What follows belongs to an exercise in optimizing a design on an open flow for small area; a production flow would make more cautious choices.
The RTL was checked by simulation tests, not by an equivalence proof against the original design.
Power is estimated from default activity; no workload was simulated.

==> inputs of 11-25 <==
==> flow/design.v <==
module sync_debounce #(
	parameter int COUNTER_WIDTH = 15,
	parameter int N = 1
) (
	input  logic         Clk, 
	input  logic [N-1:0] d, 
	output logic [N-1:0] q
);
	genvar i;
	generate
	for (i = 0; i < N; i++) begin : bit_
	localparam logic [15:0] SEED = 16'h7a64;
	localparam logic [15:0] TERM = 16'ha8aa;
	localparam logic [15:0] MASK = 16'hedfa;
	localparam logic [15:0] POL  = 16'h5555;
	logic ff1, ff2;
	logic [15:0] m;         
	logic [15:0] l, l_next;
	logic stable, term;
	assign l      = m ^ POL;
	assign stable = ~(ff1 ^ ff2);
	assign l_next = stable ? {l[14:0], l[15] ^ l[6]} : SEED;
	assign term   = stable & ((l & MASK) == (TERM & MASK));
	always_ff @(posedge Clk) begin
		ff1 <= d[i];
		ff2 <= ff1;
		m   <= l_next ^ POL;
		if (term)
			q[i] <= ff2;
	end
	end
	endgenerate
endmodule
module reg_4 (
	input  logic 		  Clk, 
	input  logic 		  Sel_Load, 
	input  logic 		  Sel_Shift,
	input  logic 		  Sel_Hold,
	input  logic 		  Shift_In, 
	input  logic [7:0]    D,
	output logic [7:0] 	  Data_Out
);
	always_ff @(posedge Clk)
		Data_Out <= ({8{Sel_Load}}  & D)
		          | ({8{Sel_Shift}} & {Shift_In, Data_Out[7:1]})
		          | ({8{Sel_Hold}}  & Data_Out);
endmodule
module register_unit (
	input  logic        Clk, 
	input  logic [3:0]  Buttons,    
	input  logic        A_In,
	input  logic        B_In,
	input  logic        Ld_A,
	input  logic        Ld_B, 
	input  logic        Shift_En,
	input  logic [7:0]  D, 
	output logic [7:0]  A,
	output logic [7:0]  B
);
	logic sel_shift;
	assign sel_shift = Shift_En & ~Buttons[0];
	reg_4 reg_A (
		.Clk            (Clk), 
		.Sel_Load       (Ld_A & ~Buttons[0]),
		.Sel_Shift      (sel_shift),
		.Sel_Hold       (~Ld_A & ~Shift_En & ~Buttons[0]),
		.Shift_In       (A_In), 
		.D              (D),
		.Data_Out       (A)
	);
	reg_4 reg_B (
		.Clk            (Clk), 
		.Sel_Load       (Ld_B & ~Buttons[0]),
		.Sel_Shift      (sel_shift),
		.Sel_Hold       (~Ld_B & ~Shift_En & ~Buttons[0]),
		.Shift_In       (B_In), 
		.D              (D),
		.Data_Out       (B)
	);
endmodule
module compute (
	input  logic [2:0]  F, 
	input  logic [7:0]  A,      
	input  logic [7:0]  B,
	output logic 		F_A_B
);
	logic [3:0] tt;    
	always_comb
	begin
		case (F)
			3'b000	: tt = 4'b1000;    
			3'b001	: tt = 4'b1110;    
			3'b010	: tt = 4'b0110;    
			3'b011	: tt = 4'b1111;    
			3'b100	: tt = 4'b0111;    
			3'b101	: tt = 4'b0001;    
			3'b110	: tt = 4'b1001;    
			3'b111	: tt = 4'b0000;    
		endcase
	end
	assign F_A_B = tt[{A[0], B[0]}];
endmodule
module router (
	input  logic [1:0]  R,
	input  logic [7:0]  A,      
	input  logic [7:0]  B,
	input  logic 		F_A_B,
	output logic 		A_Out, 
	output logic 		B_Out
	);
	always_comb
	begin
		case (R)
			2'b00	: A_Out = A[0];
			2'b01	: A_Out = A[0];
			2'b10	: A_Out = F_A_B;
			2'b11	: A_Out = B[0];
		endcase
	end
	always_comb
	begin
		case (R)
			2'b00	: B_Out = B[0];
			2'b01	: B_Out = F_A_B;
			2'b10	: B_Out = B[0];
			2'b11	: B_Out = A[0];
		endcase
	end
endmodule
module control (
	input  logic       Clk, 
	input  logic [3:0] Buttons,    
	output logic Shift_En, 
	output logic Ld_A,
	output logic Ld_B
);
	logic       busy;
	logic [2:0] c;
	logic       start;
	assign start    = ~busy & c[0];
	assign Shift_En = busy;
	assign Ld_A     = start & Buttons[2];
	assign Ld_B     = start & Buttons[1];
	always_ff @(posedge Clk) begin
		if (Buttons[0]) begin
			busy <= 1'b0;
			c    <= 3'b111;
		end else if (busy) begin
			busy <= ~&c;
			c    <= c + 3'd1;
		end else begin
			busy <= start & Buttons[3];
			c    <= {3{~Buttons[3]}};
		end
	end
endmodule
module HexDriver (
    input   logic           clk,
    input   logic   [3:0]   buttons,    
    input   logic   [15:0]  in,     
    output  logic   [7:0]   hex_seg,
    output  logic   [3:0]   hex_grid
);
    localparam logic [14:0] POL = 15'h2aaa;
    logic [14:0] m;          
    logic [14:0] p;
    logic [1:0]  digit;
    logic        low_zero, wrap;
    logic [3:0]  nibble;
    logic [7:0]  hex;
    assign p        = m ^ POL;
    assign low_zero = (p[13:0] == 14'd0);
    assign wrap     = low_zero & ~p[14];
    always_ff @(posedge clk) begin
        if (buttons[0]) begin
            m     <= 15'd1 ^ POL;
            digit <= 2'd0;
        end else begin
            m     <= {p[13:0], p[14] ^ p[13] ^ low_zero} ^ POL;
            digit <= digit + {1'b0, wrap};
        end
    end
    logic [3:0]  sel;        
    assign sel    = 4'b0001 << digit;
    always_comb
        case (digit)
        2'b00: nibble = in[15:12];
        2'b01: nibble = in[11:8];
        2'b10: nibble = in[7:4];
        2'b11: nibble = in[3:0];
        endcase
    nibble_to_hex nibble_to_hex_ (
        .nibble(nibble),
        .hex(hex)
    );
    always_comb begin
        if (buttons[0]) begin
            hex_grid = '1;
            hex_seg  = '1;
        end else begin
            hex_seg  = ~hex;
            hex_grid = ~sel;
        end
    end
endmodule
module nibble_to_hex(
    input   logic   [3:0]   nibble,
    output  logic   [7:0]   hex
);
    always_comb begin
    case(nibble)
        4'b0000 : hex = 8'b00111111;  
        4'b0001 : hex = 8'b00000110;  
        4'b0010 : hex = 8'b01011011;  
        4'b0011 : hex = 8'b01001111;  
        4'b0100 : hex = 8'b01100110;  
        4'b0101 : hex = 8'b01101101;  
        4'b0110 : hex = 8'b01111101;  
        4'b0111 : hex = 8'b00000111;  
        4'b1000 : hex = 8'b01111111;  
        4'b1001 : hex = 8'b01101111;  
        4'b1010 : hex = 8'b01110111;  
        4'b1011 : hex = 8'b01111100;  
        4'b1100 : hex = 8'b00111001;  
        4'b1101 : hex = 8'b01011110;  
        4'b1110 : hex = 8'b01111001;  
        4'b1111 : hex = 8'b01110001;  
    endcase
    end
endmodule
module Processor (
	input  logic        Clk,      
	input  logic        Reset,    
	input  logic        LoadA,    
	input  logic        LoadB,    
	input  logic        Execute,  
	input  logic [7:0]  Din,       
	input  logic [2:0]  F,        
	input  logic [1:0]  R,        
	output logic [3:0]  LED,      
	output logic [7:0]  Aval,     
	output logic [7:0]  Bval,     
	output logic [7:0]  hex_seg,  
	output logic [3:0]  hex_grid  
); 
	logic [2:0] F_S;
	logic [1:0] R_S;
	logic [7:0] Din_S;
	logic       Ld_A;
	logic       Ld_B;
	logic       Shift_En;
	logic       newA;
	logic       newB;
	logic       F_A_B;
	register_unit reg_unit (
		.Clk        (Clk),
		.Buttons    (LED),
		.Ld_A       (Ld_A),
		.Ld_B       (Ld_B),
		.Shift_En   (Shift_En),
		.D          (Din_S),
		.A_In       (newA),
		.B_In       (newB),
		.A          (Aval),
		.B          (Bval) 
	);
	compute compute_unit (
		.F       (F_S),
		.A       (Aval),
		.B       (Bval),
		.F_A_B   (F_A_B) 
	);
	router router (
		.R       (R_S),
		.A       (Aval),
		.B       (Bval),
		.F_A_B   (F_A_B),
		.A_Out   (newA),
		.B_Out   (newB)
	);
	control control_unit (
		.Clk        (Clk),
		.Buttons    (LED),
		.Shift_En   (Shift_En),
		.Ld_A       (Ld_A),
		.Ld_B       (Ld_B) 
	);
	HexDriver HexA (
		.clk        (Clk),
		.buttons    (LED),
		.in         ({Bval[7:4], Bval[3:0], Aval[7:4], Aval[3:0]}),
		.hex_seg    (hex_seg),
		.hex_grid   (hex_grid)
	);
	sync_debounce #(.N(4)) button_sync (
		.Clk  (Clk),
		.d    ({Execute, LoadA, LoadB, Reset}),
		.q    (LED)
	);
	sync_debounce #(.N(8)) Din_sync (
		.Clk  (Clk), 
		.d    (Din), 
		.q    (Din_S)
	);
	sync_debounce #(.N(3)) F_sync (
		.Clk  (Clk), 
		.d    (F), 
		.q    (F_S)
	);
	sync_debounce #(.N(2)) R_sync (
		.Clk  (Clk), 
		.d    (R), 
		.q    (R_S)
	);
endmodule
==> flow/flow/run.sh <==
#!/bin/bash
# The standard layout with these changes:
#  - synthesis is the standard synthesis script, except that ABC maps the
#    logic with flow/abc_map.script (area-relaxed mapping, no gate sizing or
#    buffering; the resizer later fixes what timing and slew need) and that
#    Yosys does not pre-extract half/full adders (ADDER_MAP_FILE empty), so
#    ABC maps all combinational logic, and inserts no buffers for
#    pass-through wires (SYNTH_INSBUF=0; the constant output is then driven
#    by its tie cell directly). Registers are mapped exactly as in the
#    standard synthesis (dfflibmap before ABC; ABC does not touch them);
#  - ports are buffered with the smallest buffer;
#  - CTS builds the tree from clkbuf_4 in small clusters, without dummy loads.
# Each tool's full output stays in this folder: standard.log and the ORFS logs
# under orfs/logs.
set -euo pipefail
W=$PWD
sed "s#^\([[:space:]]*\)log_cmd abc {\*}\$abc_args#\1log_cmd abc -script $W/flow/abc_map.script {*}[lrange \$abc_args 2 end]#" \
  "$FLOW_HOME/scripts/synth.tcl" > synth_core.tcl
grep -q "abc_map.script" synth_core.tcl
sed "s#\$::env(SCRIPTS_DIR)/synth.tcl#$W/synth_core.tcl#" synth_recipe.tcl > my_synth.tcl
grep -q "synth_core.tcl" my_synth.tcl
sed "s#SYNTH_SCRIPT=[^ ]*#SYNTH_SCRIPT=$W/my_synth.tcl ADDER_MAP_FILE= SYNTH_INSBUF=0#" standard.sh > my_standard.sh
grep -q "my_synth.tcl" my_standard.sh
export BUFFER_PORTS_ARGS="-buffer_cell sky130_fd_sc_hd__buf_1"
export CTS_ARGS="-sink_clustering_enable -repair_clock_nets -sink_clustering_size 12 -sink_clustering_max_diameter 70 -buf_list sky130_fd_sc_hd__clkbuf_4 -dont_use_dummy_load"
bash my_standard.sh > standard.log 2>&1
==> flow/flow/abc_map.script <==
strash
&get -n
&st
&dch -f
&nf -R 1000 -p
&put
topo
stime -c
==> flow/standard.sh <==
#!/bin/bash
# synth_recipe.tcl (not shown) runs the flow's synth.tcl, then flattens the netlist and writes it again
# the make line also repeats each setting of config.mk as NAME=value (left out here)
make -C /OpenROAD-flow-scripts/flow DESIGN_CONFIG=/design/flow/config.mk WORK_HOME=/design/flow/orfs CLKGATE_MAP_FILE= SYNTH_SCRIPT=/design/flow/synth_recipe.tcl "${@:-finish}"
==> flow/config.mk <==
export PLATFORM = sky130hd
export DESIGN_NAME = Processor
export DESIGN_NICKNAME = Processor
export VERILOG_FILES = /design/flow/design.v
export SDC_FILE = /design/flow/constraint.sdc
export NUM_CORES = 4
export LEC_CHECK = 0
export CAP_MARGIN = 20
export CORE_MARGIN = 2
export CORE_UTILIZATION = 65
export SLEW_MARGIN = 20
==> flow/constraint.sdc <==
create_clock -name core_clock -period 5.0 [get_ports {Clk}]
set_input_delay 1.0000 -clock core_clock [delete_from_list [all_inputs] [get_ports {Clk}]]
set_output_delay 1.0000 -clock core_clock [all_outputs]
set_load 0.01 [all_outputs]
==> inputs of 10-03, as changes to 11-25 <==
--- a/flow/flow/run.sh
+++ b/flow/flow/run.sh
@@ -6,5 +6,3 @@
 #    Yosys does not pre-extract half/full adders (ADDER_MAP_FILE empty), so
-#    ABC maps all combinational logic, and inserts no buffers for
-#    pass-through wires (SYNTH_INSBUF=0; the constant output is then driven
-#    by its tie cell directly). Registers are mapped exactly as in the
+#    ABC maps all combinational logic. Registers are mapped exactly as in the
 #    standard synthesis (dfflibmap before ABC; ABC does not touch them);
@@ -21,6 +19,6 @@
 grep -q "synth_core.tcl" my_synth.tcl
-sed "s#SYNTH_SCRIPT=[^ ]*#SYNTH_SCRIPT=$W/my_synth.tcl ADDER_MAP_FILE= SYNTH_INSBUF=0#" standard.sh > my_standard.sh
+sed "s#SYNTH_SCRIPT=[^ ]*#SYNTH_SCRIPT=$W/my_synth.tcl ADDER_MAP_FILE=#" standard.sh > my_standard.sh
 grep -q "my_synth.tcl" my_standard.sh
 export BUFFER_PORTS_ARGS="-buffer_cell sky130_fd_sc_hd__buf_1"
-export CTS_ARGS="-sink_clustering_enable -repair_clock_nets -sink_clustering_size 12 -sink_clustering_max_diameter 70 -buf_list sky130_fd_sc_hd__clkbuf_4 -dont_use_dummy_load"
+export CTS_ARGS="-sink_clustering_enable -repair_clock_nets -sink_clustering_size 13 -sink_clustering_max_diameter 35 -buf_list sky130_fd_sc_hd__clkbuf_4 -dont_use_dummy_load"
 bash my_standard.sh > standard.log 2>&1
CORE_UTILIZATION = 75   (was 65)
==> inputs of 07-21, as changes to 11-25 <==
--- a/flow/flow/run.sh
+++ b/flow/flow/run.sh
@@ -24,3 +24,3 @@
 export BUFFER_PORTS_ARGS="-buffer_cell sky130_fd_sc_hd__buf_1"
-export CTS_ARGS="-sink_clustering_enable -repair_clock_nets -sink_clustering_size 12 -sink_clustering_max_diameter 70 -buf_list sky130_fd_sc_hd__clkbuf_4 -dont_use_dummy_load"
+export CTS_ARGS="-sink_clustering_enable -repair_clock_nets -sink_clustering_size 12 -sink_clustering_max_diameter 45 -buf_list sky130_fd_sc_hd__clkbuf_4 -dont_use_dummy_load"
 bash my_standard.sh > standard.log 2>&1
==> summary.txt <==
                                                                                           07-21                               11-25                               10-03
Routing usage on met2                                                                      0.340                               0.341                               0.411
Detailed-route wire length per cell                                                      14.0 um                             14.1 um                             14.7 um
Power per cell area                                                                   434 nW/um2                          433 nW/um2                          437 nW/um2
GRT Overall Usage                                                                          0.205                               0.207                               0.246
Worst hold margin                                                                       0.366 ns                            0.362 ns                            0.347 ns
Switching power                                                                          1.06 mW                             1.06 mW                             1.07 mW
Total iterations of the first detailed-routing run                                             7                                   8                                   6
Number of global-route vias before repair                                                   6171                                6187                                6275
Crit Reg-Reg Endpoint                                         reg_unit.reg_B.Data_Out[0]$_DFF_P_  reg_unit.reg_B.Data_Out[4]$_DFF_P_  reg_unit.reg_B.Data_Out[2]$_DFF_P_
Global-route wire length before repair                                                  27800 um                            28000 um                            28600 um
Tap Cells                                                                                    188                                 188                                 176
Proportion of layout cells with a drive suffix above 1                                    0.0369                              0.0359                              0.0398
Count of clock buffers in the final design                                                    36                                  35                                  39
Result of the run                                                                 finished clean                      finished clean                      finished clean
Via count                                                                                   6240                                6236                                6384
GR met1 Demand/Resource                                                                    0.276                               0.277                               0.314
Final non-filler cell total                                                                 1165                                1164                                1156
Crit path buffers/inverters                                                                    2                                   2                                   1
Area share of the largest cell type after synthesis                                        0.682                               0.682                               0.682
Met3 layer usage reported by global route                                                 0.0391                              0.0424                              0.0608
Post-Place Cells                                                                            1128                                1128                                1116
Sw frac                                                                                    0.227                               0.228                               0.228
Transition at the pin with the smallest max-transition slack                             1.08 ns                             1.11 ns                             1.01 ns
Worst Min Path Start                                              Din_sync.bit_[0].m[12]$_DFF_P_      Din_sync.bit_[0].m[12]$_DFF_P_   button_sync.bit_[1].m[12]$_DFF_P_
M1 wire length                                                                           7750 um                             7760 um                             7400 um

-- port drivers added, routing unchanged --
The flow's constraints put no driver on any port. The routed layouts listed below were extracted and timed again, unchanged, in two steps. Step 1 (the two cells are an assumption about what drives the block):
set clk [get_ports {Clk}]
set_driving_cell -lib_cell sky130_fd_sc_hd__clkbuf_16 $clk
set_driving_cell -lib_cell sky130_fd_sc_hd__buf_2 [delete_from_list [all_inputs] $clk]
Step 2 adds t to the input delays and takes it off the output delays; t is the mean of the earliest and latest rising clock arrival at the registers after step 1. Input paths then give back, and output paths get back, about the clock's delay inside the block. Three values: no drivers, after step 1, after step 2; two values: the first two.
| run | t, ns | slack for setup (ns) | worst setup path after step 2 | latest minus earliest clock arrival (ns) | worst slew at a driven data input, ns |
|---|---|---|---|---|---|
| 11-25 | 0.639 | 0.915 / 0.881 / 1.520 | register to output | 0.029 / 0.029 | 0.03 |
| 10-03 | 0.658 | 1.010 / 0.972 / 1.630 | register to output | 0.058 / 0.058 | 0.05 |
| 07-21 | 0.633 | 0.924 / 0.888 / 1.521 | register to output | 0.039 / 0.039 | 0.03 |
After both steps every run listed still meets setup and hold.
